This is an optimization exercise on Yosys and OpenROAD, whose aim is small area, a short achievable clock period and few clock cycles per item, not a production implementation. Where RTL was checked, it was by simulation tests only, not by an equivalence proof against the original. The RTL of runs 1 to 3 was laid out without a check of its function.

==> design/flow/design.v <==
module ysyx_23060136_EXU_DIV(
        input                 clk           ,
        input                 rst           ,
        input         [63:0]  dividend      ,
        input         [63:0]  divisor       ,
        input                 div_valid     ,
        input                 divw          ,
        input                 div_signed    ,
        output                div_ready     ,
        output                div_out_valid ,
        output        [63:0]  quotient      ,
        output        [63:0]  remainder
 );
    localparam [2:0] S_IDLE  = 3'd0,
                     S_PREP  = 3'd1,
                     S_ITER  = 3'd2,
                     S_CORR  = 3'd3,
                     S_REST  = 3'd4,
                     S_DONE  = 3'd5;
    wire        sa_in = div_signed & (divw ? dividend[31] : dividend[63]);
    wire        sb_in = div_signed & (divw ? divisor[31]  : divisor[63]);
    wire        qn_in = sa_in ^ sb_in;
    wire [64:0] a_ext = divw ? {{33{sa_in}}, dividend[31:0]} : {sa_in, dividend};
    wire [65:0] b_ext = divw ? {{34{sb_in}}, divisor[31:0]}  : {{2{sb_in}}, divisor};
    wire [6:0]  lza, lzb;
    ysyx_23060136_EXU_DIV_lzc u_lza (.x(a_ext[63:0] ^ {64{sa_in}}), .z(lza));
    ysyx_23060136_EXU_DIV_lzc u_lzb (.x(b_ext[63:0] ^ {64{sb_in}}), .z(lzb));
    wire [5:0]  lzbc  = lzb[5:0] | {6{lzb[6]}};
    wire        dz_in = lzb[6] & ~sb_in;                     
    wire [63:0] q_ones = divw ? (qn_in ? 64'hffffffff00000001 : 64'h00000000ffffffff)
                              : (qn_in ? 64'h0000000000000001 : 64'hffffffffffffffff);
    logic [2:0]  state;
    logic [65:0] R;          
    logic [65:0] D;          
    logic [63:0] Q;
    logic [5:0]  cnt;
    logic [6:0]  lza_r;
    logic [6:0]  lzb_r;      
    logic        dz;         
    logic        sa, qneg;
    logic        sub;        
    wire [65:0] y    = D ^ {66{sub}};
    wire        cin  = sub;
    wire [65:0] sum;
    ysyx_23060136_EXU_DIV_add u_add (.a(R), .b(y), .cin(cin), .s(sum));
    wire [65:0] cpre = {R[64:0] | y[64:0], cin};
    wire        zero = &(~(R ^ y ^ cpre));
    wire        acc  = sa ? (sum[65] | zero) : ~sum[65];
    wire        sub_n = acc ^ qneg;
    wire [5:0]  dd   = lzb_r[5:0] - lza_r[5:0];
    wire        early = dz | (lzb_r < lza_r);
    wire [65:0] d_sh = D << dd;
    wire        last = (cnt == 6'd0);
    always_ff @(posedge clk) begin
        if (rst) begin
            state <= S_IDLE;
        end
        else begin
            case (state)
            S_IDLE:  if (div_valid) state <= S_PREP;
            S_PREP:  state <= early ? S_IDLE : (acc ? S_ITER : (qneg ? S_REST : S_DONE));
            S_ITER:  if (last) state <= acc ? S_DONE : S_CORR;
            S_CORR:  state <= S_DONE;
            S_REST:  state <= S_DONE;
            default: state <= S_IDLE;
            endcase
        end
    end
    wire [65:0] a_ld = {a_ext[64], a_ext};
    always_ff @(posedge clk) begin
        case (state)
        S_PREP:         R <= qneg ? sum : a_ld;
        S_ITER, S_CORR: R <= sum;
        default:        R <= a_ld;
        endcase
    end
    always_ff @(posedge clk) begin
        case (state)
        S_PREP:  D <= d_sh;
        S_ITER:  D <= last ? b_ext : {D[65], D[65:1]};
        default: D <= b_ext;
        endcase
    end
    always_ff @(posedge clk) begin
        case (state)
        S_IDLE: begin
            Q     <= dz_in ? q_ones : 64'b0;
            lza_r <= lza;
            dz    <= dz_in;
            lzb_r <= {1'b0, lzbc} + {6'b0, sa_in};
            sa    <= sa_in;
            qneg  <= qn_in;
            sub   <= ~qn_in;
        end
        S_PREP: begin
            cnt <= dd;
            Q   <= {64{qneg}};
        end
        S_ITER: begin
            sub <= sub_n;
            Q   <= {Q[62:0], sub_n};
            cnt <= cnt - 6'd1;
        end
        S_REST: begin
            Q <= 64'b0;
        end
        default: ;
        endcase
    end
    assign div_ready     = (state == S_IDLE);
    assign div_out_valid = (state == S_DONE) | ((state == S_PREP) & early);
    assign quotient      = Q;
    assign remainder     = R[63:0];
endmodule
module ysyx_23060136_EXU_DIV_add(
        input         [65:0]  a,
        input         [65:0]  b,
        input                 cin,
        output        [65:0]  s
 );
    localparam N = 67;
    wire [N-1:0] g [0:7];
    wire [N-1:0] p [0:7];
    assign g[0] = {a & b, cin};
    assign p[0] = {a ^ b, 1'b0};
    genvar l, i;
    generate
        for (l = 0; l < 7; l = l + 1) begin : lv
            for (i = 0; i < N; i = i + 1) begin : bt
                if ((i >> l) & 1) begin : m
                    localparam integer J = ((i >> l) << l) - 1;
                    assign g[l+1][i] = g[l][i] | (p[l][i] & g[l][J]);
                    assign p[l+1][i] = p[l][i] & p[l][J];
                end
                else begin : t
                    assign g[l+1][i] = g[l][i];
                    assign p[l+1][i] = p[l][i];
                end
            end
        end
    endgenerate
    assign s = p[0][66:1] ^ g[7][65:0];
endmodule
module ysyx_23060136_EXU_DIV_lzc(
        input         [63:0]  x,
        output        [6:0]   z
 );
    wire [31:0]     v1;
    wire [31:0]     c1;
    wire [15:0]     v2;
    wire [15:0][1:0] c2;
    wire [7:0]      v3;
    wire [7:0][2:0] c3;
    wire [3:0]      v4;
    wire [3:0][3:0] c4;
    wire [1:0]      v5;
    wire [1:0][4:0] c5;
    genvar i;
    generate
        for (i = 0; i < 32; i = i + 1) begin : g1
            assign v1[i] = x[2*i+1] | x[2*i];
            assign c1[i] = ~x[2*i+1];
        end
        for (i = 0; i < 16; i = i + 1) begin : g2
            assign v2[i] = v1[2*i+1] | v1[2*i];
            assign c2[i] = v1[2*i+1] ? {1'b0, c1[2*i+1]} : {1'b1, c1[2*i]};
        end
        for (i = 0; i < 8; i = i + 1) begin : g3
            assign v3[i] = v2[2*i+1] | v2[2*i];
            assign c3[i] = v2[2*i+1] ? {1'b0, c2[2*i+1]} : {1'b1, c2[2*i]};
        end
        for (i = 0; i < 4; i = i + 1) begin : g4
            assign v4[i] = v3[2*i+1] | v3[2*i];
            assign c4[i] = v3[2*i+1] ? {1'b0, c3[2*i+1]} : {1'b1, c3[2*i]};
        end
        for (i = 0; i < 2; i = i + 1) begin : g5
            assign v5[i] = v4[2*i+1] | v4[2*i];
            assign c5[i] = v4[2*i+1] ? {1'b0, c4[2*i+1]} : {1'b1, c4[2*i]};
        end
    endgenerate
    assign z = (v5[1] | v5[0]) ? (v5[1] ? {2'b00, c5[1]} : {2'b01, c5[0]}) : 7'd64;
endmodule
==> design/flow/flow/run.sh <==
#!/bin/bash
# Standard layout, with plain buffers (sky130_fd_sc_hd__buf_1) on the ports
# instead of the delay buffers buffer_ports picks by default.
set -euo pipefail
export BUFFER_PORTS_ARGS="-buffer_cell sky130_fd_sc_hd__buf_1"
bash standard.sh > standard_flow.log 2>&1
==> design/flow/standard.sh <==
#!/bin/bash
# synth_recipe.tcl (not shown) runs the flow's synth.tcl, then flattens the netlist and writes it again
# the make line also repeats each setting of config.mk as NAME=value (left out here)
make -C /OpenROAD-flow-scripts/flow DESIGN_CONFIG=/design/flow/config.mk WORK_HOME=/design/flow/orfs CLKGATE_MAP_FILE= SYNTH_SCRIPT=/design/flow/synth_recipe.tcl "${@:-finish}"
==> design/flow/config.mk <==
export PLATFORM = sky130hd
export DESIGN_NAME = ysyx_23060136_EXU_DIV
export DESIGN_NICKNAME = ysyx_23060136_EXU_DIV
export VERILOG_FILES = /design/flow/design.v
export SDC_FILE = /design/flow/constraint.sdc
export NUM_CORES = 4
export LEC_CHECK = 0
export CAP_MARGIN = 20
export CORE_MARGIN = 2
export CORE_UTILIZATION = 40
export SETUP_SLACK_MARGIN = 2.2
export SLEW_MARGIN = 20
==> design/flow/constraint.sdc <==
create_clock -name core_clock -period 6.5 [get_ports {clk}]
set_input_delay 1.3000 -clock core_clock [delete_from_list [all_inputs] [get_ports {clk}]]
set_output_delay 1.3000 -clock core_clock [all_outputs]
set_load 0.01 [all_outputs]
==> impl_metrics.env, run 1 <==
export IMPL_status="timing/DRC/antenna clean"
export IMPL_relSlewSlack_pct=28.91
export IMPL_fin_ws_ns=2.072
export IMPL_io_pins=263
export IMPL_place_gp_congestion=0.9986
export IMPL_vias_per_cell=5.964
export IMPL_setup_violations_final=0
export IMPL_num_vias=21260
export IMPL_cts_sinks=223
export IMPL_synth_common_cells="257 x nand2_1, 217 x a21oi_1, 200 x inv_1, 200 x nor2_1, 186 x o21ai_0"
export IMPL_hold_class="reg -> reg"
export IMPL_initial_core_util_pct=40.30
export IMPL_crit_path_end_kind="flip-flop"
export IMPL_dieArea_um2=54590
export IMPL_drt_iter0_drc=2442
export IMPL_synth_seq_cells=223
export IMPL_setup_worst_path_class="reg -> reg"
export IMPL_yosysMostFrequentCell="nand2_1"
export IMPL_grt_pass1_wl_mm=124.1
export IMPL_synth_cell_type_count=83
export IMPL_path_clk_slew_ns=0.06
export IMPL_cts_tree="done"
export IMPL_critPathMaxFanout=6
export IMPL_rrSetupSlack_ns=2.07
export IMPL_yosysWarnings=2
export IMPL_avgRoutedWirePerCell_um=24.02
export IMPL_clock_latency_ns=0.59
export IMPL_r2r_cells=18
export IMPL_cts_made_buffers=28
export IMPL_drive_above_1_share_pct=10.60
export IMPL_timing_rr_end="sub$_DFFE_PP_"
export IMPL_antenna_cells=0
export IMPL_synth_edff_count=89
export IMPL_die_h_um=233.6
export IMPL_required_ns=6.84
export IMPL_area_growth_pct=16.27
export IMPL_fin_crit_sh_pct=68.13
export IMPL_rsz0062_at_grt="yes"
export IMPL_place_ws_ns=0.9828
export IMPL_route_final_wire_length_mm=85.62
export IMPL_skew_ns=0.02483
export IMPL_postSynthAreaPerCell_um2=7.801
export IMPL_synth_flop_cell="dfxtp_1"
export IMPL_grt_max_degree=83
export IMPL_hold_buffers=0
export IMPL_drt_first_pass_iters=6
export IMPL_endpoint="sub$_DFFE_PP_"
export IMPL_root_buffer="clkbuf_16"
export IMPL_hold_viol_final=0
export IMPL_post_dp_hpwl_mm=65.77
export IMPL_cap_viol_max_count=0
export IMPL_rows=84
export IMPL_core_area_um2=52340
export IMPL_yosysTopAreaCellShare_pct=12.72
export IMPL_yosys_area_top_type="dfxtp_1"
export IMPL_portBuffers=262
export IMPL_slew_viol_final=0
export IMPL_clock_fmax_mhz=225.8
export IMPL_clock_path_buffers=3
export IMPL_async_flop_share_pct=0
export IMPL_synth_area_um2=21090
export IMPL_cp_start_kind="flip-flop"
export IMPL_grt_pass1_vias=19520
export IMPL_antenna_found_initial=1
export IMPL_syn_num_nets=2986
export IMPL_finalSetupTns_ns=0
export IMPL_grt_overflow=0
export IMPL_tightest_slew_ns=1.066
export IMPL_grtUsageTotal_pct=30.07
export IMPL_worstSetupStartpoint="sub$_DFFE_PP_"
export IMPL_syn_inst=2704
export IMPL_ant_nets=0
export IMPL_synth_yosys_seq_area_share_pct=25.39
export IMPL_num_nets_final=3138
export IMPL_htree_levels=1
export IMPL_worstPathArrival_ns=4.77
export IMPL_drc=0
export IMPL_die_x_um=233.6
export IMPL_r2r_start="sub$_DFFE_PP_"
export IMPL_synth_area_leaders="dfxtp_1 13%, edfxtp_1 13%, ha_1 8.4%, a21oi_1 5.1%, xor2_1 5.1%"
export IMPL_post_route_min_period_ns=4.428
==> critical path, stage by stage (launching register included) <==
cell and delay, ns:
edfxtp_1 0.43, buf_6 0.16, buf_12 0.15, xor2_4 0.19
inv_1 0.09, ha_4 0.28, nand4_1 0.11, a211oi_1 0.21
a21bo_2 0.28, a31oi_4 0.25, o211ai_4 0.15, a211oi_4 0.33
a311oi_4 0.18, a311oi_2 0.30, xnor2_1 0.19, mux2_4 0.35
inv_2 0.07, ha_4 0.19, mux2_4 0.25
==> through the flow <==
step                      hold slack (ns)  cells  util [%]  instance area [um2]
final                              0.5412   3565     46.86                24520
after global routing               0.5618   3565     46.86                24520
after CTS                          0.5418   3552     46.33                24250
after detailed placement           0.5322   3462     42.51                22250
after global placement             0.5261   3462     42.51                22250
after floorplan                    0.4688   2704         -                21140
==> per-layer routing <==
layer | vias to the layer above | GRT usage, % | wire, um
met2 | 1018 | 47.84 | 38040
met5 | - | 0 | 0
met4 | 0 | 9.691 | 3172
met1 | 10260 | 41.48 | 37160
met3 | 134 | 4.700 | 7252
li1 | 9846 | - | -
==> placed cells by master (no fill, tap or decap), types with 28 or more instances in the layout <==
| cell | n |
|---|---|
| xnor2_1 | 72 |
| buf_1 | 257 |
| buf_4 | 75 |
| a211oi_1 | 74 |
| a21oi_1 | 213 |
| o22ai_1 | 35 |
| a21o_1 | 100 |
| o21ai_0 | 185 |
| nor3_1 | 54 |
| nand3_1 | 55 |
| a22oi_1 | 35 |
| nand4_1 | 33 |
| edfxtp_1 | 89 |
| dfxtp_1 | 134 |
| ha_1 | 110 |
| a31oi_1 | 31 |
| mux2i_1 | 89 |
| xor2_1 | 90 |
| nand2_1 | 256 |
| clkbuf_16 | 28 |
| nor2_1 | 195 |
| nor2b_1 | 32 |
| inv_1 | 188 |
| ha_4 | 29 |
==> final cells by class <==
cell class	count	area, um2
Tap cell	688	860.8
Multi-Input combinational cell	2049	14800
Sequential cell	223	5355
Timing Repair Buffer	351	1813
Fill cell	5208	27820
Clock inverter	21	219.0
Inverter	202	762.0
Timing Repair inverter	1	5.005
Clock buffer	30	708.2
==> timing repair <==
item	4_1_cts	5_1_grt
endpoints found under the hold margin	0	0
buffers inserted	35	13
resized for setup	108	32
cloned	4	0
endpoints found under the setup margin	99	86
pin swaps	25	15
==> logic make-up (layout without fill, tap and decap cells) <==
kind of cell             count (synthesis)  count (layout)  synth area share [%]
flip-flops                             223             223                 25.39
AND/OR/NAND/NOR                        759             759                 16.62
XOR/XNOR                               199             199                 8.263
adder cells (fa/ha/maj)                149             149                 9.088
multiplexers                           120             120                 6.762
AO/OA/AOI/OAI                          822             822                 24.87
buffers and inverters                  432             605                 9.011
==> registers in the layout (all words and copies together), names as in the netlist <==
name	flops
cnt	6
sub	1
qneg	1
lza_r	7
lzb_r	7
Q	64
D	66
sa	1
R	66
state	3
dz	1
==> worst min-delay path by stage <==
stage	start	endpoint	slack [ns]	depth (start not counted)
finish	Q[28]$_DFFE_PP_	Q[29]$_DFFE_PP_	0.54	1
floorplan	D[37]$_DFF_P_	D[36]$_DFF_P_	0.47	2
global placement	Q[62]$_DFFE_PP_	Q[63]$_DFFE_PP_	0.53	1
detailed placement	Q[28]$_DFFE_PP_	Q[29]$_DFFE_PP_	0.53	1
CTS	Q[28]$_DFFE_PP_	Q[29]$_DFFE_PP_	0.54	1
global route	Q[62]$_DFFE_PP_	Q[63]$_DFFE_PP_	0.56	1
==> run 2, diff against run 1 <==
--- a/design/flow/config.mk
+++ b/design/flow/config.mk
@@ -8,5 +8,5 @@
 export CAP_MARGIN = 20
 export CORE_MARGIN = 2
 export CORE_UTILIZATION = 40
-export SETUP_SLACK_MARGIN = 2.2
+export SETUP_SLACK_MARGIN = 2.0
 export SLEW_MARGIN = 20
==> impl_metrics.env, run 2 <==
export IMPL_drt_first_pass_iters=6
export IMPL_htree_levels=1
export IMPL_postSynthAreaPerCell_um2=7.801
export IMPL_path_clk_slew_ns=0.06
export IMPL_holdPathStages=1
export IMPL_setup_worst_path_class="reg -> reg"
export IMPL_num_nets_final=3105
export IMPL_avgRoutedWirePerCell_um=23.01
export IMPL_required_ns=6.84
export IMPL_place_gp_congestion=1.023
export IMPL_status="timing/DRC/antenna clean"
export IMPL_design_area_um2=23940
export IMPL_num_vias=21120
export IMPL_ant_nets=0
export IMPL_clock_latency_ns=0.59
export IMPL_reg_top3="D: 66 flops, R: 66 flops, Q: 64 flops"
export IMPL_yosysTopAreaCellShare_pct=12.72
export IMPL_antenna_cells=0
export IMPL_holdWs_ns=0.5463
export IMPL_clock_path_buffers=3
export IMPL_drt_iter0_drc=2375
export IMPL_cap_viol_max_count=0
export IMPL_hold_path_startpoint="Q[25]$_DFFE_PP_"
export IMPL_synth_edff_count=89
export IMPL_crit_slowest_cell="edfxtp_1"
export IMPL_syn_inst=2704
export IMPL_portBuffers=262
export IMPL_hold_viol_final=0
export IMPL_critPathMaxFanout=6
export IMPL_hold_buffers=0
export IMPL_cts_made_buffers=28
export IMPL_area_growth_pct=13.50
export IMPL_skew_ns=0.02765
export IMPL_yosys_area_top_type="dfxtp_1"
export IMPL_rows=84
export IMPL_post_dp_hpwl_mm=63.77
export IMPL_grtUsageTotal_pct=28.66
export IMPL_r2r_start="sub$_DFFE_PP_"
export IMPL_relSlewSlack_pct=27.73
export IMPL_rrSetupSlack_ns=2.03
export IMPL_slew_viol_final=0
export IMPL_post_route_min_period_ns=4.474
export IMPL_cp_start_kind="flip-flop"
export IMPL_antenna_found_initial=0
export IMPL_clock_fmax_mhz=223.5
export IMPL_syn_num_nets=2986
export IMPL_async_flop_share_pct=0
export IMPL_path_cells="buf_12, buf_16, xor2_4, inv_2, ha_4, nand4_1, a211oi_2, a21bo_2, a31oi_4, o211ai_4, a211oi_4, a311oi_4, a311oi_2, xnor2_2, mux2_4, inv_2, ha_4, mux2_4"
export IMPL_synth_area_um2=21090
export IMPL_synth_cell_type_count=83
export IMPL_synth_seq_cells=223
export IMPL_worstPathArrival_ns=4.81
export IMPL_place_area_um2=22260
export IMPL_grt_overflow=0
export IMPL_grt_pass1_vias=19360
export IMPL_drive_above_1_share_pct=8.401
export IMPL_die_x_um=233.6
export IMPL_root_buffer="clkbuf_16"
export IMPL_initial_core_util_pct=40.30
export IMPL_io_pins=263
export IMPL_r2r_cells=18
export IMPL_rsz0062_at_grt="yes"
export IMPL_tightest_slew_ns=1.084
export IMPL_vias_per_cell=5.978
export IMPL_synth_area_leaders="dfxtp_1 13%, edfxtp_1 13%, ha_1 8.4%, a21oi_1 5.1%, xor2_1 5.1%"
export IMPL_crit_path_end_kind="flip-flop"
export IMPL_synth_yosys_seq_area_share_pct=25.39
export IMPL_fin_crit_sh_pct=68.84
export IMPL_grt_max_degree=78
export IMPL_grt_pass1_wl_mm=119.4
export IMPL_cts_sinks=223
export IMPL_yosysMostFrequentCell="nand2_1"
export IMPL_synth_flop_cell="dfxtp_1"
export IMPL_max_stage_delay_ns=0.41
export IMPL_setup_violations_final=0
export IMPL_yosysWarnings=2
export IMPL_dieArea_um2=54590
export IMPL_min_to="Q[26]$_DFFE_PP_"
export IMPL_core_area_um2=52340
export IMPL_synth_common_cells="257 x nand2_1, 217 x a21oi_1, 200 x inv_1, 200 x nor2_1, 186 x o21ai_0"
export IMPL_route_final_wire_length_mm=81.30
export IMPL_drc=0
export IMPL_die_h_um=233.6
export IMPL_hold_class="reg -> reg"
export IMPL_cts_tree="done"
export IMPL_finalSetupTns_ns=0
export IMPL_timing_rr_end="sub$_DFFE_PP_"
export IMPL_layout_common_cells="257 x nand2_1, 257 x buf_1, 214 x a21oi_1"
run 2: metrics by stage:
step / util (%) / cells / setup WS (ns)
3_5_place_dp: 42.52 / 3465 / 1.257
2_1_floorplan: - / 2704 / 2.004
3_3_place_gp: 42.52 / 3465 / 1.307
4_1_cts: 45.14 / 3525 / 2.012
5_1_grt: 45.74 / 3533 / 1.888
6_report: 45.74 / 3533 / 2.026
run 2: kinds of logic (layout without fill, tap and decap cells):
logic type	count (synthesis)	in the layout	synth area share (%)
AO/OA/AOI/OAI	822	822	24.87
AND/OR/NAND/NOR	759	759	16.62
XOR/XNOR	199	199	8.263
buffers and inverters	432	573	9.011
adder cells (fa/ha/maj)	149	149	9.088
flip-flops	223	223	25.39
multiplexers	120	120	6.762
run 2: what timing repair did:
action                     CTS  global route
pin swaps                    6            17
gates cloned                 0             1
resized for setup           39            44
setup endpoints to repair   11            90
setup buffers                8             7
run 2: worst max path at each step:
stage	from	end	slack, ns	cells past startpoint
after floorplan	sub$_DFFE_PP_	sub$_DFFE_PP_	2.00	19
after detailed placement	sub$_DFFE_PP_	sub$_DFFE_PP_	1.26	17
after global placement	sub$_DFFE_PP_	sub$_DFFE_PP_	1.31	17
final	sub$_DFFE_PP_	sub$_DFFE_PP_	2.03	18
after global routing	sub$_DFFE_PP_	sub$_DFFE_PP_	1.89	18
after CTS	sub$_DFFE_PP_	sub$_DFFE_PP_	2.01	18
run 2: final cells by class:
class | count | area, um2
fillers | 5274 | 28400
clock inverters | 18 | 230.2
flip-flops and latches | 223 | 5355
well taps | 688 | 860.8
clock buffers | 34 | 763.2
repair buffers | 319 | 1491
inverters | 202 | 762.0
multi-input cells | 2049 | 14480
run 2: critical path: cells and delay by family (launching register included):
| family | cells | cell delay (ns) |
|---|---|---|
| compound gates | 7 | 1.74 |
| xor+xnor | 2 | 0.35 |
| fa+ha+maj | 2 | 0.48 |
| buf+inv | 4 | 0.45 |
| flops | 1 | 0.41 |
| mux | 2 | 0.61 |
| simple gates | 1 | 0.16 |
run 2: metal layers:
layer  routed length [um]  up-vias  track usage (%)
li1                     -     9775                -
met1                35490    10160            40.51
met2                36960     1054            46.62
met3                 6809      133            3.076
met4                 2047        0            6.843
met5                    0        -                0
==> run 3, diff against run 2 <==
--- a/design/flow/config.mk
+++ b/design/flow/config.mk
@@ -8,5 +8,5 @@
 export CAP_MARGIN = 20
 export CORE_MARGIN = 2
 export CORE_UTILIZATION = 40
-export SETUP_SLACK_MARGIN = 2.0
+export SETUP_SLACK_MARGIN = 1.8
 export SLEW_MARGIN = 20
==> impl_metrics.env, run 3 <==
export IMPL_synth_edff_count=89
export IMPL_postSynthAreaPerCell_um2=7.801
export IMPL_tightest_slew_ns=1.134
export IMPL_grt_pass1_vias=19040
export IMPL_num_nets_final=3096
export IMPL_cts_made_buffers=27
export IMPL_relSlewSlack_pct=23.62
export IMPL_ant_nets=0
export IMPL_final_common_cell="buf_1"
export IMPL_htree_levels=1
export IMPL_vias_per_cell=5.990
export IMPL_initial_core_util_pct=40.30
export IMPL_post_route_min_period_ns=4.585
export IMPL_synth_cell_type_count=83
export IMPL_cap_viol_max_count=0
export IMPL_yosysWarnings=2
export IMPL_finish_utilization_pct=45.40
export IMPL_synth_flop_cell="dfxtp_1"
export IMPL_drt_iter0_drc=2616
export IMPL_fin_cells=3524
export IMPL_yosys_area_top_type="dfxtp_1"
export IMPL_route_final_wire_length_mm=82.90
export IMPL_root_buffer="clkbuf_16"
export IMPL_holdWs_ns=0.5437
export IMPL_path_clk_slew_ns=0.07
export IMPL_num_vias=21110
export IMPL_syn_inst=2704
export IMPL_drt_first_pass_iters=5
export IMPL_synth_area_leaders="dfxtp_1 13%, edfxtp_1 13%, ha_1 8.4%, a21oi_1 5.1%, xor2_1 5.1%"
export IMPL_dieArea_um2=54590
export IMPL_crit_path_end_kind="flip-flop"
export IMPL_die_x_um=233.6
export IMPL_yosysMostFrequentCell="nand2_1"
export IMPL_setup_violations_final=0
export IMPL_yosysTopAreaCellShare_pct=12.72
export IMPL_synth_seq_cells=223
export IMPL_slew_viol_final=0
export IMPL_worstPathArrival_ns=4.92
export IMPL_grt_overflow=0
export IMPL_place_ws_ns=1.187
export IMPL_cts_sinks=223
export IMPL_clock_path_buffers=3
export IMPL_syn_num_nets=2986
export IMPL_finalSetupTns_ns=0
export IMPL_avgRoutedWirePerCell_um=23.52
export IMPL_die_h_um=233.6
export IMPL_synth_area_um2=21090
export IMPL_critPathMaxFanout=8
export IMPL_post_dp_hpwl_mm=64.10
export IMPL_clock_latency_ns=0.59
export IMPL_rows=84
export IMPL_hold_viol_final=0
export IMPL_hold_class="reg -> reg"
export IMPL_drc=0
export IMPL_async_flop_share_pct=0
export IMPL_cts_tree="done"
export IMPL_place_gp_congestion=1.034
export IMPL_grtUsageTotal_pct=28.95
export IMPL_setup_worst_path_class="reg -> reg"
export IMPL_reg_top3="D: 66 flops, R: 66 flops, Q: 64 flops"
export IMPL_grt_max_degree=78
export IMPL_status="timing/DRC/antenna clean"
export IMPL_cp_start_kind="flip-flop"
export IMPL_antenna_found_initial=0
export IMPL_drive_above_1_share_pct=7.372
export IMPL_dp_cells=3461
export IMPL_layout_common_cells="261 x buf_1, 257 x nand2_1, 215 x a21oi_1"
export IMPL_portBuffers=262
export IMPL_fin_ws_ns=1.915
export IMPL_rsz0062_at_grt="yes"
export IMPL_synth_yosys_seq_area_share_pct=25.39
export IMPL_required_ns=6.84
export IMPL_area_growth_pct=12.65
export IMPL_fin_crit_sh_pct=70.54
export IMPL_clock_fmax_mhz=218.1
export IMPL_io_pins=263
export IMPL_grt_pass1_wl_mm=120.2
export IMPL_skew_ns=0.02580
export IMPL_synth_common_cells="257 x nand2_1, 217 x a21oi_1, 200 x inv_1, 200 x nor2_1, 186 x o21ai_0"
export IMPL_core_area_um2=52340
-- run 3: changes by cell type in the layout (fill, tap and decap cells not counted), sizes merged --
cell | previous run | this run
buf | 313 | 307
clkinvlp | 4 | 5
diode | 0 | 1
clkbuf | 40 | 31
bufinv | 5 | 9
-- run 3: final timing paths --
check | slack, ns | depth (start not counted) | from | to
setup / recovery | 1.92 | 18 | sub$_DFFE_PP_ | sub$_DFFE_PP_
hold / removal | 0.54 | 1 | Q[27]$_DFFE_PP_ | Q[28]$_DFFE_PP_
setup reg to reg | 1.92 | 18 | sub$_DFFE_PP_ | sub$_DFFE_PP_
hold reg to reg | 0.54 | 1 | Q[27]$_DFFE_PP_ | Q[28]$_DFFE_PP_
-- run 3: cell type report --
cell class / count / area [um2]
clock inverters: 22 / 374.1
flip-flops and latches: 223 / 5355
fillers: 5317 / 28580
diodes: 1 / 2.502
clock buffers: 28 / 679.4
repair inverters: 1 / 5.005
inverters: 202 / 762.0
repair buffers: 310 / 1436
well taps: 688 / 860.8
multi-input cells: 2049 / 14290
-- run 3: critical path, cell delays in order, from the launching register on --
cell       delay (ns)
edfxtp_1         0.38
buf_6            0.17
clkbuf_16        0.21
xor2_2           0.19
inv_1            0.10
ha_4             0.31
nand4_1          0.14
a211oi_2         0.17
a21bo_2          0.27
a31oi_4          0.31
o211ai_4         0.14
a211oi_4         0.32
a311oi_4         0.17
a311oi_2         0.32
xnor2_1          0.20
mux2_4           0.35
inv_1            0.06
ha_1             0.23
mux2_2           0.27
-- run 3: per-layer routing --
layer  GRT usage (%)  part of all wire, %
met1           41.29                   44
met2           45.21                   44
met3           3.821                  9.2
met4           8.782                  3.2
met5               0                    0
-- run 3: cell families (layout without fill, tap and decap cells) --
family / after synthesis / after routing / share of synthesized area (%)
AO/OA/AOI/OAI: 822 / 822 / 24.87
AND/OR/NAND/NOR: 759 / 759 / 16.62
buffers and inverters: 432 / 563 / 9.011
flip-flops: 223 / 223 / 25.39
XOR/XNOR: 199 / 199 / 8.263
adder cells (fa/ha/maj): 149 / 149 / 9.088
multiplexers: 120 / 120 / 6.762
other: 0 / 1 / 0
-- run 3: stage by stage --
step / cell area [um2]
after floorplan: 21100
after global placement: 22220
after detailed placement: 22220
after CTS: 23450
after global routing: 23760
final: 23760
-- run 3: repair_timing --
item                                    CTS  global route
gates resized for setup                  12            40
hold buffers                              0             0
gates cloned                              2             3
pin swaps                                 2             8
endpoints found under the setup margin    7            77
buffers inserted                          3             4
==> run 4, diff against run 3 <==
--- a/design/flow/design.v
+++ b/design/flow/design.v
@@ -33,7 +33,6 @@
     logic [65:0] R;          
     logic [65:0] D;          
     logic [63:0] Q;
-    logic [5:0]  cnt;
     logic [6:0]  lza_r;
     logic [6:0]  lzb_r;      
     logic        dz;         
@@ -50,7 +49,7 @@
     wire [5:0]  dd   = lzb_r[5:0] - lza_r[5:0];
     wire        early = dz | (lzb_r < lza_r);
     wire [65:0] d_sh = D << dd;
-    wire        last = (cnt == 6'd0);
+    wire        last = (lzb_r[5:0] == 6'd0);
     always_ff @(posedge clk) begin
         if (rst) begin
             state <= S_IDLE;
@@ -93,13 +92,13 @@
             sub   <= ~qn_in;
         end
         S_PREP: begin
-            cnt <= dd;
+            lzb_r <= {1'b0, dd};
             Q   <= {64{qneg}};
         end
         S_ITER: begin
             sub <= sub_n;
             Q   <= {Q[62:0], sub_n};
-            cnt <= cnt - 6'd1;
+            lzb_r <= lzb_r - 7'd1;
         end
         S_REST: begin
             Q <= 64'b0;
--- a/design/flow/config.mk
+++ b/design/flow/config.mk
@@ -8,5 +8,6 @@
 export CAP_MARGIN = 20
 export CORE_MARGIN = 2
 export CORE_UTILIZATION = 40
-export SETUP_SLACK_MARGIN = 1.8
+export SETUP_SLACK_MARGIN = 2.0
 export SLEW_MARGIN = 20
+export TNS_END_PERCENT = 5
==> impl_metrics.env, run 4 <==
export IMPL_core_area_um2=52450
export IMPL_synth_yosys_seq_area_share_pct=24.49
export IMPL_synth_mux_area_share_pct=9.520
export IMPL_cap_viol_max_count=0
export IMPL_clock_latency_ns=0.59
export IMPL_cts_sinks=217
export IMPL_syn_inst=2603
export IMPL_path_clk_slew_ns=0.06
export IMPL_dieArea_um2=54690
export IMPL_clock_path_buffers=3
export IMPL_hold_class="reg -> reg"
export IMPL_drt_iter0_drc=2536
export IMPL_critPathMaxFanout=17
export IMPL_grt_pass1_wl_mm=118.9
export IMPL_route_final_wire_length_mm=80.29
export IMPL_synth_cell_type_count=94
export IMPL_slew_viol_final=0
export IMPL_synth_common_cells="255 x nand2_1, 241 x o21ai_0, 219 x inv_1, 158 x a21oi_1, 142 x ha_1"
export IMPL_antenna_found_initial=1
export IMPL_required_ns=6.79
export IMPL_yosys_area_share_xor_xnor_pct=7.957
export IMPL_grt_max_degree=71
export IMPL_grt_overflow=0
export IMPL_worstSetupStartpoint="sub$_DFFE_PP_"
export IMPL_finalSetupTns_ns=0
export IMPL_fin_crit_sh_pct=69.80
export IMPL_regArea_um2=5175
export IMPL_fillers=5347
export IMPL_async_flop_share_pct=0
export IMPL_postSynthAreaPerCell_um2=8.119
export IMPL_num_vias=20880
export IMPL_synthAdderAreaFrac_pct=9.070
export IMPL_yosysWarnings=2
export IMPL_synth_area_leaders="dfxtp_1 13%, edfxtp_1 12%, ha_1 8.4%, o21ai_0 5.7%, mux4_2 5.1%"
export IMPL_place_gp_congestion=0.9929
export IMPL_relSlewSlack_pct=36.94
export IMPL_rows=84
export IMPL_layout_common_cells="259 x buf_1, 255 x nand2_1, 240 x o21ai_0"
export IMPL_initial_core_util_pct=40.29
export IMPL_tightest_slew_ns=0.9443
export IMPL_syn_num_nets=2885
export IMPL_crit_path_end_kind="flip-flop"
export IMPL_area_growth_pct=10.65
export IMPL_num_nets_final=3006
export IMPL_reg_top3="D: 66 flops, R: 66 flops, Q: 64 flops"
export IMPL_synth_seq_cells=217
export IMPL_yosysTopAreaCellShare_pct=12.69
export IMPL_die_h_um=233.9
export IMPL_clock_fmax_mhz=220.4
export IMPL_yosysMostFrequentCell="nand2_1"
export IMPL_timing_rr_end="sub$_DFFE_PP_"
export IMPL_drive_above_1_share_pct=7.359
export IMPL_setup_worst_path_class="reg -> reg"
export IMPL_critPathTopFamily="simple AND/OR/NAND/NOR gates"
export IMPL_synth_edff_count=83
export IMPL_portBuffers=262
export IMPL_synth_top_family_by_area="compound AO/OA/AOI/OAI gates"
export IMPL_io_pins=263
export IMPL_vias_per_cell=6.082
export IMPL_rrSetupSlack_ns=1.96
export IMPL_r2r_cells=16
export IMPL_synth_area_um2=21130
export IMPL_post_dp_hpwl_mm=61.42
export IMPL_synth_simple_area_share_pct=15.13
export IMPL_die_x_um=233.9
export IMPL_worstPathArrival_ns=4.83
export IMPL_avgRoutedWirePerCell_um=23.39
export IMPL_drt_first_pass_iters=9
export IMPL_grt_pass1_vias=19510
export IMPL_cts_made_buffers=27
export IMPL_multiInputGateArea_um2=14190
export IMPL_grtUsageTotal_pct=28.23
export IMPL_htree_levels=1
export IMPL_crit_cells=16
export IMPL_endpoint="sub$_DFFE_PP_"
export IMPL_skew_ns=0.02502
export IMPL_holdWs_ns=0.5473
export IMPL_rsz0062_at_grt="yes"
export IMPL_hold_viol_final=0
export IMPL_yosys_area_top_type="dfxtp_1"
export IMPL_antenna_cells=0
export IMPL_cts_tree="done"
export IMPL_ant_nets=0
export IMPL_cp_start_kind="flip-flop"
export IMPL_r2r_start="sub$_DFFE_PP_"
export IMPL_final_common_cell="buf_1"
export IMPL_synth_flop_cell="dfxtp_1"
export IMPL_setup_violations_final=0
export IMPL_path_cells="buf_4, clkbuf_16, xor2_1, inv_1, ha_1, nand4_1, or3_1, a2111oi_4, buf_4, o21ai_2, and2_4, a211oi_2, mux2i_4, ha_1, nand2_1, o21ai_0"
export IMPL_root_buffer="clkbuf_16"
export IMPL_crit_slowest_cell="edfxtp_1"
export IMPL_max_stage_delay_ns=0.52
export IMPL_status="timing/DRC/antenna clean"
export IMPL_critical_path_buf_inv_count=4
export IMPL_synth_compound_area_share_pct=24.54
export IMPL_post_route_min_period_ns=4.537
export IMPL_drc=0
==> run 4: what timing repair did <==
item	4_1_cts	5_1_grt
endpoints found under the setup margin	84	83
resized for setup	11	10
hold buffers	0	0
pin swaps	2	3
buffers inserted	4	4
hold endpoints to repair	0	0
gates cloned	1	3
==> run 4: metal layers <==
layer	part of all wire (%)	global-route usage, %	up-vias
met5	0.019	0	-
met4	4.0	10.25	2
met3	8.6	3.745	162
met2	44	44.20	1071
met1	43	39.67	10030
li1	-	-	9620
==> run 4: worst min path at each step <==
| stage | slack (ns) | cells after the start | to | startpoint |
|---|---|---|---|---|
| detailed placement | 0.53 | 1 | Q[37]$_DFFE_PP_ | Q[36]$_DFFE_PP_ |
| finish | 0.55 | 1 | Q[37]$_DFFE_PP_ | Q[36]$_DFFE_PP_ |
| CTS | 0.55 | 1 | Q[37]$_DFFE_PP_ | Q[36]$_DFFE_PP_ |
| global route | 0.56 | 1 | Q[41]$_DFFE_PP_ | Q[40]$_DFFE_PP_ |
| global placement | 0.53 | 1 | Q[5]$_DFFE_PP_ | Q[4]$_DFFE_PP_ |
| floorplan | 0.50 | 1 | D[63]$_DFF_P_ | D[64]$_DFF_P_ |
==> run 4: area by class of cell <==
class                      count  area share [%]
multi-input combinational   1951           60.70
sequential                   217           22.13
timing repair buffer         306           6.105
tap                          688           3.681
inverter                     221           3.548
clock buffer                  37           3.178
clock inverter                13          0.6528
==> run 4: metrics by stage <==
stage          area [um2]  setup slack [ns]  instances  utilization (%)
2_1_floorplan       21130             2.084       2603                -
3_3_place_gp        22220             1.085       3371            42.36
6_report            23380             1.963       3433            44.59
4_1_cts             23240             1.952       3426            44.31
3_5_place_dp        22220             1.053       3371            42.36
5_1_grt             23380             1.818       3433            44.59
==> run 4: logic make-up after synthesis <==
kind of cell | Yosys count
flip-flops | 217
XOR/XNOR | 192
AND/OR/NAND/NOR | 672
buffers and inverters | 437
adder cells (fa/ha/maj) | 149
multiplexers | 140
AO/OA/AOI/OAI | 796
Testbench counts of run 4, summed over its fixed seeds: cycles 10,303, items 960.
==> run 5, diff against run 4 <==
--- a/design/flow/config.mk
+++ b/design/flow/config.mk
@@ -10,4 +10,3 @@
 export CORE_UTILIZATION = 40
 export SETUP_SLACK_MARGIN = 2.0
 export SLEW_MARGIN = 20
-export TNS_END_PERCENT = 5
==> impl_metrics.env, run 5 <==
export IMPL_cts_tree="done"
export IMPL_die_h_um=233.9
export IMPL_layout_common_cells="259 x buf_1, 255 x nand2_1, 237 x o21ai_0"
export IMPL_die_x_um=233.9
export IMPL_critPathMaxFanout=9
export IMPL_synthAdderAreaFrac_pct=9.070
export IMPL_reg_top3="D: 66 flops, R: 66 flops, Q: 64 flops"
export IMPL_route_final_wire_length_mm=80.95
export IMPL_htree_levels=1
export IMPL_dieArea_um2=54690
export IMPL_synth_seq_cells=217
export IMPL_crit_slowest_cell="edfxtp_1"
export IMPL_synth_cell_type_count=94
export IMPL_multiInputGateArea_um2=14530
export IMPL_hold_buffers=0
export IMPL_antenna_found_initial=1
export IMPL_synth_area_um2=21130
export IMPL_synth_compound_area_share_pct=24.54
export IMPL_rows=84
export IMPL_syn_inst=2603
export IMPL_drive_above_1_share_pct=9.339
export IMPL_grt_max_degree=71
export IMPL_grt_pass1_vias=19500
export IMPL_synth_mux_area_share_pct=9.520
export IMPL_async_flop_share_pct=0
export IMPL_path_clk_slew_ns=0.06
export IMPL_relSlewSlack_pct=36.59
export IMPL_initial_core_util_pct=40.29
export IMPL_regArea_um2=5175
export IMPL_grt_overflow=0
export IMPL_clock_fmax_mhz=226.1
export IMPL_crit_path_end_kind="flip-flop"
export IMPL_finalSetupTns_ns=0
export IMPL_slew_viol_final=0
export IMPL_yosysWarnings=2
export IMPL_cts_made_buffers=27
export IMPL_yosys_area_share_xor_xnor_pct=7.957
export IMPL_area_growth_pct=12.65
export IMPL_setup_worst_path_class="reg -> reg"
export IMPL_cp_start_kind="flip-flop"
export IMPL_ant_nets=0
export IMPL_worstPathArrival_ns=4.71
export IMPL_yosys_area_top_type="dfxtp_1"
export IMPL_hold_class="reg -> reg"
export IMPL_grtUsageTotal_pct=28.24
export IMPL_place_gp_congestion=0.9929
export IMPL_num_vias=20870
export IMPL_skew_ns=0.02670
export IMPL_yosysMostFrequentCell="nand2_1"
export IMPL_drt_iter0_drc=2547
export IMPL_vias_per_cell=6.066
export IMPL_fin_crit_sh_pct=68.06
export IMPL_setup_violations_final=0
export IMPL_synth_top_family_by_area="compound AO/OA/AOI/OAI gates"
export IMPL_hold_viol_final=0
export IMPL_path_common_cell="buf_4"
export IMPL_fillers=5310
export IMPL_num_nets_final=3013
export IMPL_drt_first_pass_iters=11
export IMPL_antenna_cells=0
export IMPL_synth_simple_area_share_pct=15.13
export IMPL_post_route_min_period_ns=4.424
export IMPL_route_met2_wl_mm=35.94
export IMPL_root_buffer="clkbuf_16"
export IMPL_io_pins=263
export IMPL_synth_area_leaders="dfxtp_1 13%, edfxtp_1 12%, ha_1 8.4%, o21ai_0 5.7%, mux4_2 5.1%"
export IMPL_required_ns=6.79
export IMPL_final_common_cell="buf_1"
export IMPL_routed_wl_met3_mm=7.383
export IMPL_clock_latency_ns=0.59
export IMPL_portBuffers=262
export IMPL_synth_yosys_seq_area_share_pct=24.49
export IMPL_synth_common_cells="255 x nand2_1, 241 x o21ai_0, 219 x inv_1, 158 x a21oi_1, 142 x ha_1"
export IMPL_tightest_slew_ns=0.9496
export IMPL_critical_path_buf_inv_count=4
export IMPL_critPathTopFamily="simple AND/OR/NAND/NOR gates"
export IMPL_core_area_um2=52450
export IMPL_rsz0062_at_grt="yes"
export IMPL_wl_met1_mm=34.46
export IMPL_synth_edff_count=83
export IMPL_max_stage_delay_ns=0.52
export IMPL_path_cells="buf_4, clkbuf_16, xor2_4, inv_1, ha_2, nand4_1, or3_4, a2111oi_4, buf_4, o21ai_2, and2_4, a211oi_4, mux2i_4, ha_1, nand2_1, nand3_1"
export IMPL_yosysTopAreaCellShare_pct=12.69
export IMPL_cts_sinks=217
export IMPL_cap_viol_max_count=0
export IMPL_syn_num_nets=2885
export IMPL_postSynthAreaPerCell_um2=8.119
export IMPL_grt_pass1_wl_mm=118.9
export IMPL_clock_path_buffers=3
export IMPL_synth_flop_cell="dfxtp_1"
export IMPL_top_layer_used="met5"
export IMPL_post_dp_hpwl_mm=61.42
export IMPL_status="timing/DRC/antenna clean"
export IMPL_drc=0
export IMPL_avgRoutedWirePerCell_um=23.53
run 5: worst paths after layout:
check | start | end | slack [ns] | cells after the start
worst min-delay path | Q[36]$_DFFE_PP_ | Q[37]$_DFFE_PP_ | 0.55 | 1
worst max register to register | sub$_DFFE_PP_ | Q[0]$_DFFE_PP_ | 2.08 | 16
worst max-delay path | sub$_DFFE_PP_ | Q[0]$_DFFE_PP_ | 2.08 | 16
worst min register to register | Q[36]$_DFFE_PP_ | Q[37]$_DFFE_PP_ | 0.55 | 1
run 5: cell families (layout without fill, tap and decap cells):
| logic type | Yosys count | count (layout) |
|---|---|---|
| multiplexers | 140 | 140 |
| adder cells (fa/ha/maj) | 149 | 149 |
| AND/OR/NAND/NOR | 672 | 672 |
| XOR/XNOR | 192 | 192 |
| AO/OA/AOI/OAI | 796 | 798 |
| buffers and inverters | 437 | 584 |
| flip-flops | 217 | 217 |
run 5: worst register-to-register path, delay by kind of cell (launching register included):
| family | cells | cell delay [ns] |
|---|---|---|
| AO/OA/AOI/OAI | 3 | 0.70 |
| XOR/XNOR | 1 | 0.20 |
| adder cells (fa/ha/maj) | 2 | 0.67 |
| buffers and inverters | 4 | 0.69 |
| flip-flops | 1 | 0.52 |
| multiplexers | 1 | 0.38 |
| AND/OR/NAND/NOR | 5 | 0.99 |
run 5: per-layer routing:
metal / vias up / track usage (%)
li1: 9614 / -
met5: - / 0
met1: 10020 / 39.68
met3: 158 / 3.745
met2: 1069 / 44.20
met4: 2 / 10.25
run 5: timing repair:
item / in CTS / in global routing
endpoints found under the setup margin: 84 / 83
pin swaps: 3 / 10
gates cloned: 1 / 5
gates resized for setup: 11 / 72
setup buffers: 4 / 9
run 5: layout make-up:
class	instances	area share, %
clock buffers	37	3.122
inverters	221	3.485
flip-flops and latches	217	21.74
clock inverters	13	0.6412
well taps	688	3.616
repair buffers	313	6.354
multi-input cells	1951	61.04
run 5: per-stage QoR:
| stage | setup slack, ns | util [%] | cell area [um2] | hold WS (ns) | instances |
|---|---|---|---|---|---|
| global placement | 1.085 | 42.36 | 22220 | 0.5271 | 3371 |
| finish | 2.076 | 45.39 | 23810 | 0.5455 | 3440 |
| CTS | 1.964 | 44.31 | 23240 | 0.5485 | 3426 |
| detailed placement | 1.053 | 42.36 | 22220 | 0.5343 | 3371 |
| floorplan | 2.084 | - | 21130 | 0.4996 | 2603 |
| global route | 1.924 | 45.39 | 23810 | 0.5627 | 3440 |
==> run 6, diff against run 5 <==
--- a/design/flow/config.mk
+++ b/design/flow/config.mk
@@ -8,5 +8,6 @@
 export CAP_MARGIN = 20
 export CORE_MARGIN = 2
 export CORE_UTILIZATION = 40
+export CTS_BUF_LIST = sky130_fd_sc_hd__clkbuf_4 sky130_fd_sc_hd__clkbuf_8
 export SETUP_SLACK_MARGIN = 2.0
 export SLEW_MARGIN = 20
==> impl_metrics.env, run 6 <==
export IMPL_status="timing/DRC/antenna clean"
export IMPL_tightest_slew_ns=0.9314
export IMPL_synth_area_um2=21130
export IMPL_dp_cells=3371
export IMPL_synth_yosys_seq_area_share_pct=24.49
export IMPL_route_final_wire_length_mm=80.67
export IMPL_max_stage_delay_ns=0.44
export IMPL_hold_class="reg -> reg"
export IMPL_synth_seq_cells=217
export IMPL_fin_ws_ns=2.069
export IMPL_skew_ns=0.03600
export IMPL_synth_flop_cell="dfxtp_1"
export IMPL_synth_common_cells="255 x nand2_1, 241 x o21ai_0, 219 x inv_1, 158 x a21oi_1, 142 x ha_1"
export IMPL_die_h_um=233.9
export IMPL_yosysMostFrequentCell="nand2_1"
export IMPL_ant_nets=0
export IMPL_num_nets_final=3023
export IMPL_reg_top3="D: 66 flops, R: 66 flops, Q: 64 flops"
export IMPL_root_buffer="clkbuf_8"
export IMPL_io_pins=263
export IMPL_die_x_um=233.9
export IMPL_initial_core_util_pct=40.29
export IMPL_post_route_min_period_ns=4.431
export IMPL_slew_viol_final=0
export IMPL_cts_tree="done"
export IMPL_async_flop_share_pct=0
export IMPL_yosysWarnings=2
export IMPL_path_clk_slew_ns=0.06
export IMPL_worstPathArrival_ns=4.80
export IMPL_core_area_um2=52450
export IMPL_multiInputGateArea_um2=14320
export IMPL_layout_common_cells="259 x buf_1, 255 x nand2_1, 237 x o21ai_0"
export IMPL_antenna_found_initial=1
export IMPL_drc=0
export IMPL_cts_made_buffers=43
export IMPL_avgRoutedWirePerCell_um=23.29
export IMPL_fillers=5341
export IMPL_postSynthAreaPerCell_um2=8.119
export IMPL_grt_pass1_vias=19590
export IMPL_critPathMaxFanout=17
export IMPL_grt_overflow=0
export IMPL_final_common_cell="buf_1"
export IMPL_cap_viol_max_count=0
export IMPL_drt_iter0_drc=2514
export IMPL_grt_pass1_wl_mm=119.1
export IMPL_cp_start_kind="flip-flop"
export IMPL_syn_inst=2603
export IMPL_drive_above_1_share_pct=8.976
export IMPL_fin_cells=3463
export IMPL_finalSetupTns_ns=0
export IMPL_clock_path_buffers=3
export IMPL_setup_worst_path_class="reg -> reg"
export IMPL_design_area_um2=23570
export IMPL_area_growth_pct=11.54
export IMPL_cts_sinks=217
export IMPL_synth_area_leaders="dfxtp_1 13%, edfxtp_1 12%, ha_1 8.4%, o21ai_0 5.7%, mux4_2 5.1%"
export IMPL_place_ws_ns=1.053
export IMPL_vias_per_cell=6.055
export IMPL_synth_edff_count=83
export IMPL_crit_slowest_cell="xor2_1"
export IMPL_required_ns=6.87
export IMPL_place_gp_congestion=0.9929
export IMPL_post_dp_hpwl_mm=61.42
export IMPL_clock_latency_ns=0.65
export IMPL_place_area_um2=22220
export IMPL_finish_utilization_pct=44.94
export IMPL_dieArea_um2=54690
export IMPL_path_cells="buf_12, buf_12, xor2_1, inv_1, ha_1, nand2_1, nor3_2, a41oi_2, a2111oi_4, buf_4, o21ai_2, and2_4, a211oi_4, mux2i_4, ha_1, nand2_1, o21ai_0"
export IMPL_fin_crit_sh_pct=68.17
export IMPL_setup_violations_final=0
export IMPL_yosysTopAreaCellShare_pct=12.69
export IMPL_holdWs_ns=0.5240
export IMPL_htree_levels=2
export IMPL_rows=84
export IMPL_crit_path_end_kind="flip-flop"
export IMPL_relSlewSlack_pct=37.81
export IMPL_regArea_um2=5175
export IMPL_rsz0062_at_grt="yes"
export IMPL_portBuffers=262
export IMPL_synth_cell_type_count=94
export IMPL_num_vias=20970
export IMPL_hold_viol_final=0
export IMPL_grtUsageTotal_pct=28.45
export IMPL_grt_max_degree=71
export IMPL_yosys_area_top_type="dfxtp_1"
export IMPL_clock_fmax_mhz=225.7
export IMPL_drt_first_pass_iters=6
export IMPL_syn_num_nets=2885
run 6: cell counts after synthesis:
Identical to the previous run, type by type.
run 6: critical path, delay by kind of cell, from the launching register on:
kind | cells | cell delay (ns)
flops | 1 | 0.41
fa+ha+maj | 2 | 0.70
buf+inv | 4 | 0.64
xor+xnor | 1 | 0.44
simple gates | 4 | 0.57
mux | 1 | 0.38
compound gates | 5 | 0.98
run 6: metal layers:
layer  track usage (%)  wire, um
met1             39.65     34640
met2             43.91     35660
met3             4.730      7138
met4             10.96      3215
met5                 0        13
run 6: cell families (layout without fill, tap and decap cells):
kind of cell	after synthesis	count (layout)	synth area share, %
AOI/OAI and AO/OA	796	798	24.54
and+or+nand+nor	672	672	15.13
buffers and inverters	437	606	9.295
DFF	217	217	24.49
xor gates and xnor gates	192	192	7.957
adders and majority gates	149	149	9.070
muxes	140	140	9.520
other	0	1	0
run 6: what timing repair did:
action,CTS,global route
buffers inserted,4,5
hold buffers,0,0
pin swaps,2,4
endpoints found under the setup margin,86,84
resized for setup,9,35
gates cloned,1,3
run 6: final cells by class:
cell class / instances / share of cell area (%)
antenna: 1 / 0.01062
clock buffer: 53 / 2.962
clock inverter: 25 / 0.9448
inverter: 221 / 3.519
multi-input combinational: 1951 / 60.76
sequential: 217 / 21.95
tap: 688 / 3.652
timing repair buffer: 307 / 6.195
run 6: worst paths after layout:
kind	startpoint	end	slack, ns	cells past startpoint
setup reg to reg	sub$_DFFE_PP_	sub$_DFFE_PP_	2.07	17
setup / recovery	sub$_DFFE_PP_	sub$_DFFE_PP_	2.07	17
hold / removal	Q[62]$_DFFE_PP_	Q[63]$_DFFE_PP_	0.52	1
hold reg to reg	Q[62]$_DFFE_PP_	Q[63]$_DFFE_PP_	0.52	1
==> run 7, diff against run 6 <==
--- a/design/flow/config.mk
+++ b/design/flow/config.mk
@@ -9,5 +9,6 @@
 export CORE_MARGIN = 2
 export CORE_UTILIZATION = 40
 export CTS_BUF_LIST = sky130_fd_sc_hd__clkbuf_4 sky130_fd_sc_hd__clkbuf_8
+export GPL_ROUTABILITY_DRIVEN = 0
 export SETUP_SLACK_MARGIN = 2.0
 export SLEW_MARGIN = 20
==> impl_metrics.env, run 7 <==
export IMPL_status="timing/DRC/antenna clean"
export IMPL_clock_path_buffers=3
export IMPL_dp_cells=3372
export IMPL_grt_pass1_vias=19630
export IMPL_relSlewSlack_pct=31.49
export IMPL_yosys_area_top_type="dfxtp_1"
export IMPL_area_growth_pct=10.76
export IMPL_r2r_cells=17
export IMPL_htree_levels=2
export IMPL_hold_class="reg -> reg"
export IMPL_post_route_min_period_ns=4.463
export IMPL_route_final_wire_length_mm=78.65
export IMPL_worstPathArrival_ns=4.94
export IMPL_async_flop_share_pct=0
export IMPL_synth_yosys_seq_area_share_pct=24.49
export IMPL_min_to="Q[63]$_DFFE_PP_"
export IMPL_postSynthAreaPerCell_um2=8.119
export IMPL_rsz0062_at_grt="yes"
export IMPL_rrSetupSlack_ns=2.13
export IMPL_reg_top3="D: 66 flops, R: 66 flops, Q: 64 flops"
export IMPL_yosysWarnings=2
export IMPL_synth_area_um2=21130
export IMPL_portBuffers=262
export IMPL_antenna_found_initial=2
export IMPL_avgRoutedWirePerCell_um=22.75
export IMPL_grt_pass1_wl_mm=116.7
export IMPL_cts_made_buffers=42
export IMPL_final_common_cell="buf_1"
export IMPL_cts_sinks=217
export IMPL_cp_start_kind="input pin"
export IMPL_critPathTopFamily="simple AND/OR/NAND/NOR gates"
export IMPL_slew_viol_final=0
export IMPL_synth_area_leaders="dfxtp_1 13%, edfxtp_1 12%, ha_1 8.4%, o21ai_0 5.7%, mux4_2 5.1%"
export IMPL_yosysTopAreaCellShare_pct=12.69
export IMPL_crit_path_end_kind="flip-flop"
export IMPL_io_pins=263
export IMPL_holdPathStages=1
export IMPL_post_dp_hpwl_mm=60.56
export IMPL_num_vias=21210
export IMPL_synth_cell_type_count=94
export IMPL_tightest_slew_ns=1.028
export IMPL_fin_cells=3458
export IMPL_clock_latency_ns=0.64
export IMPL_setup_violations_final=0
export IMPL_hold_viol_final=0
export IMPL_fin_ws_ns=2.037
export IMPL_layout_common_cells="258 x buf_1, 255 x nand2_1, 239 x o21ai_0"
export IMPL_drt_iter0_drc=2811
export IMPL_core_area_um2=52450
export IMPL_path_cells="clkbuf_2, mux2_2, nand2_2, mux2_2, nor4b_4, nand2_1, nor2_2, o211ai_2, o21ai_4, a21o_1"
export IMPL_holdWs_ns=0.5393
export IMPL_drt_first_pass_iters=13
export IMPL_r2r_start="sub$_DFFE_PP_"
export IMPL_place_ws_ns=1.271
export IMPL_cap_viol_max_count=0
export IMPL_required_ns=6.98
export IMPL_yosysMostFrequentCell="nand2_1"
export IMPL_die_x_um=233.9
export IMPL_fin_crit_sh_pct=68.66
export IMPL_synth_seq_cells=217
export IMPL_hold_buffers=0
export IMPL_setup_worst_path_class="in -> reg"
export IMPL_path_clk_slew_ns=0.06
export IMPL_grtUsageTotal_pct=27.76
export IMPL_syn_inst=2603
export IMPL_syn_num_nets=2885
export IMPL_ant_nets=0
export IMPL_grt_overflow=0
export IMPL_crit_slowest_cell="o21ai_4"
export IMPL_path_common_cell="mux2_2"
export IMPL_cts_tree="done"
export IMPL_synth_common_cells="255 x nand2_1, 241 x o21ai_0, 219 x inv_1, 158 x a21oi_1, 142 x ha_1"
export IMPL_drc=0
export IMPL_vias_per_cell=6.132
export IMPL_dieArea_um2=54690
export IMPL_finalSetupTns_ns=0
export IMPL_hold_path_startpoint="Q[62]$_DFFE_PP_"
export IMPL_grt_max_degree=70
export IMPL_timing_rr_end="sub$_DFFE_PP_"
export IMPL_drive_above_1_share_pct=8.779
export IMPL_synth_edff_count=83
export IMPL_rows=84
export IMPL_critical_path_buf_inv_count=1
export IMPL_critPathMaxFanout=32
export IMPL_num_nets_final=3019
export IMPL_root_buffer="clkbuf_8"
export IMPL_clock_fmax_mhz=224.1
export IMPL_die_h_um=233.9
export IMPL_initial_core_util_pct=40.29
export IMPL_max_stage_delay_ns=0.70
export IMPL_synth_flop_cell="dfxtp_1"
export IMPL_skew_ns=0.04776
==> run 7: cell types whose count changed in the layout (fill, tap and decap cells not counted), sizes merged <==
cell and change:
inv +1, clkbuf +8, bufinv -1, clkinvlp -2, clkdlybuf4s15 +1, o21ai -2, clkinv -8, buf -3
diode +1
==> run 7: layout make-up <==
| cell class | count | area, um2 |
|---|---|---|
| Inverter | 221 | 829.5 |
| Clock buffer | 60 | 750.7 |
| Tap cell | 688 | 860.8 |
| Fill cell | 5268 | 29040 |
| Antenna cell | 2 | 5.005 |
| Multi-Input combinational cell | 1949 | 14240 |
| Timing Repair Buffer | 306 | 1404 |
| Sequential cell | 217 | 5175 |
| Clock inverter | 15 | 146.4 |
==> run 7: cells by family (layout without fill, tap and decap cells) <==
| kind of cell | after synthesis | count (layout) | synth area share [%] |
|---|---|---|---|
| and+or+nand+nor | 672 | 672 | 15.13 |
| buffers and inverters | 437 | 602 | 9.295 |
| other | 0 | 2 | 0 |
| DFF | 217 | 217 | 24.49 |
| muxes | 140 | 140 | 9.520 |
| AOI/OAI and AO/OA | 796 | 796 | 24.54 |
| adders and majority gates | 149 | 149 | 9.070 |
| xor gates and xnor gates | 192 | 192 | 7.957 |
==> run 7: layer usage <==
metal	up-vias	part of all wire, %	routed length, um	GRT usage [%]
met4	0	3.2	2501	8.544
li1	9642	-	-	-
met5	-	0	0	0
met1	10090	42	33270	38.95
met3	143	10	7918	4.195
met2	1332	44	34970	43.86
==> run 7: worst register-to-register path, cell delays in order, from the launching register on <==
cell       delay [ns]
edfxtp_1         0.36
buf_4            0.18
buf_4            0.15
clkbuf_16        0.19
xor2_1           0.25
inv_1            0.07
ha_1             0.37
nand4_1          0.19
or3_1            0.45
a2111oi_4        0.33
buf_4            0.20
o21ai_2          0.06
and2_4           0.18
a211oi_4         0.28
mux2i_4          0.37
ha_1             0.28
nand2_1          0.09
o21ai_0          0.09
==> run 7: how the worst max path moves through the flow <==
stage / startpoint / end / cells after the start
after global placement: divisor[63] / lzb_r[5]$_DFFE_PP_ / 11
after floorplan: sub$_DFFE_PP_ / Q[0]$_DFFE_PP_ / 17
after global routing: div_signed / Q[48]$_DFFE_PP_ / 11
final: divw / Q[40]$_DFFE_PP_ / 10
after detailed placement: div_signed / Q[9]$_DFFE_PP_ / 12
after CTS: sub$_DFFE_PP_ / sub$_DFFE_PP_ / 16
==> run 7: stage by stage <==
step                      utilization [%]  instance area [um2]
after floorplan                         -                21130
after global placement              42.38                22220
after detailed placement            42.38                22220
after CTS                           44.31                23240
after global routing                44.63                23410
final                               44.63                23410
==> run 7: timing repair <==
action / CTS / global route
endpoints found under the setup margin: 72 / 87
setup buffers: 3 / 4
gates resized for setup: 8 / 22
pin swaps: 2 / 2
gates cloned: 1 / 1
==> run 8, diff against run 7 <==
--- a/design/flow/config.mk
+++ b/design/flow/config.mk
@@ -7,7 +7,7 @@
 export LEC_CHECK = 0
 export CAP_MARGIN = 20
 export CORE_MARGIN = 2
-export CORE_UTILIZATION = 40
+export CORE_UTILIZATION = 48
 export CTS_BUF_LIST = sky130_fd_sc_hd__clkbuf_4 sky130_fd_sc_hd__clkbuf_8
 export GPL_ROUTABILITY_DRIVEN = 0
 export SETUP_SLACK_MARGIN = 2.0
==> impl_metrics.env, run 8 <==
export IMPL_layout_common_cells="260 x buf_1, 255 x nand2_1, 237 x o21ai_0"
export IMPL_clock_fmax_mhz=226.9
export IMPL_synth_cell_type_count=94
export IMPL_yosysTopAreaCellShare_pct=12.69
export IMPL_antenna_found_initial=0
export IMPL_syn_inst=2603
export IMPL_r2r_cells=16
export IMPL_hold_path_startpoint="Q[50]$_DFFE_PP_"
export IMPL_antenna_cells=0
export IMPL_min_to="Q[51]$_DFFE_PP_"
export IMPL_post_route_min_period_ns=4.407
export IMPL_tightest_slew_ns=0.9842
export IMPL_fillers=4251
export IMPL_yosysWarnings=2
export IMPL_avgRoutedWirePerCell_um=22.84
export IMPL_status="timing/DRC/antenna clean"
export IMPL_rrSetupSlack_ns=2.17
export IMPL_synth_edff_count=83
export IMPL_final_common_cell="buf_1"
export IMPL_area_growth_pct=9.876
export IMPL_required_ns=6.98
export IMPL_synth_seq_cells=217
export IMPL_synthAdderAreaFrac_pct=9.070
export IMPL_synth_area_um2=21130
export IMPL_cts_made_buffers=42
export IMPL_grtUsageTotal_pct=32.71
export IMPL_slew_viol_final=0
export IMPL_grtUsageMet2_pct=50.94
export IMPL_hold_viol_final=0
export IMPL_portBuffers=262
export IMPL_fin_crit_sh_pct=67.80
export IMPL_drive_above_1_share_pct=8.799
export IMPL_initial_core_util_pct=48.84
export IMPL_num_vias=20830
export IMPL_syn_num_nets=2885
export IMPL_setup_violations_final=0
export IMPL_path_clk_slew_ns=0.06
export IMPL_grt_max_degree=86
export IMPL_grt_pass1_wl_mm=114.3
export IMPL_post_dp_hpwl_mm=59.30
export IMPL_drc=0
export IMPL_synth_area_leaders="dfxtp_1 13%, edfxtp_1 12%, ha_1 8.4%, o21ai_0 5.7%, mux4_2 5.1%"
export IMPL_synth_yosys_seq_area_share_pct=24.49
export IMPL_rows=76
export IMPL_holdPathStages=1
export IMPL_dieArea_um2=45720
export IMPL_io_pins=263
run 8: worst max-delay path, stage by stage:
cell	delay (ns)
buf_1	0.37
and2_1	0.51
nand4_1	0.23
a21oi_2	0.27
nand3b_2	0.21
nor4_4	0.50
nand2_1	0.17
nor2_2	0.24
o211ai_2	0.20
o21ai_4	0.70
a21o_1	0.15
run 8: worst max-delay path by stage:
stage	slack, ns	end	start
5_1_grt	1.91	Q[32]$_DFFE_PP_	div_signed
3_3_place_gp	1.32	Q[51]$_DFFE_PP_	divw
3_5_place_dp	1.21	Q[54]$_DFFE_PP_	divw
2_1_floorplan	2.08	Q[0]$_DFFE_PP_	sub$_DFFE_PP_
4_1_cts	1.98	sub$_DFFE_PP_	sub$_DFFE_PP_
6_report	2.09	Q[52]$_DFFE_PP_	div_signed
run 8: cell families (layout without fill, tap and decap cells):
| kind of cell | count (synthesis) | count (layout) |
|---|---|---|
| flops | 217 | 217 |
| mux | 140 | 140 |
| xor+xnor | 192 | 192 |
| buf+inv | 437 | 607 |
| fa+ha+maj | 149 | 149 |
| compound gates | 796 | 796 |
| simple gates | 672 | 672 |
run 8: timing repair:
action / CTS / global route
pin swaps: 3 / 2
setup endpoints to repair: 80 / 81
resized for setup: 4 / 22
buffers inserted: 5 / 3
cloned: 0 / 0
run 8: final cells by class:
type	count	area (um2)	area share, %
flip-flops and latches	217	5175	22.29
clock buffers	64	793.3	3.416
repair buffers	309	1390	5.987
clock inverters	13	96.34	0.4149
well taps	585	732.0	3.152
inverters	221	829.5	3.573
multi-input cells	1949	14200	61.17
run 8: through the flow:
| stage | setup WS [ns] | utilization [%] |
|---|---|---|
| floorplan | 2.084 | - |
| detailed placement | 1.213 | 51.11 |
| global placement | 1.319 | 51.11 |
| finish | 2.093 | 53.67 |
| CTS | 1.977 | 53.33 |
| global route | 1.911 | 53.67 |
run 8: per-layer routing:
metal	vias to the layer above	share of wire (%)
met5	-	0
met4	0	4.0
met3	159	8.1
met2	1047	45
met1	9994	43
li1	9630	-

[static timing again, ports no longer ideal]
How much do the figures lean on ideal ports? The routed layouts below were timed once more, with nothing changed but the port constraints.
Step 1 sets driving cells, clkbuf_16 on the clock port and buf_2 on the other inputs (assumed; they add their load-dependent delay and slew).
Step 2 adds t to the input delays and takes it off the output delays; t is the mean of the earliest and latest rising clock arrival at the registers after step 1. Input paths then give back, and output paths get back, about the clock's delay inside the block.
Slacks: ideal / step 1 / step 2; pairs: ideal / step 1.
run | t, ns | setup slack, ns | worst setup path at the end | pins driven straight from the clock port
run 1 | 0.635 | 2.072 / 2.072 / 1.680 | input to register | 1
run 2 | 0.631 | 2.026 / 2.026 / 1.563 | input to register | 1
run 3 | 0.633 | 1.915 / 1.915 / 1.374 | input to register | 1
run 4 | 0.641 | 1.963 / 1.963 / 1.523 | input to register | 1
run 5 | 0.641 | 2.076 / 2.076 / 1.522 | input to register | 1
run 6 | 0.693 | 2.069 / 2.069 / 1.530 | input to register | 1
run 7 | 0.667 | 2.037 / 1.979 / 1.312 | input to register | 1
run 8 | 0.654 | 2.093 / 2.110 / 1.456 | input to register | 1
After both steps setup and hold are still met in every run listed. The setup slack of run 7, which loses most, moves by -0.058 ns with the drivers and by -0.725 ns with both steps.
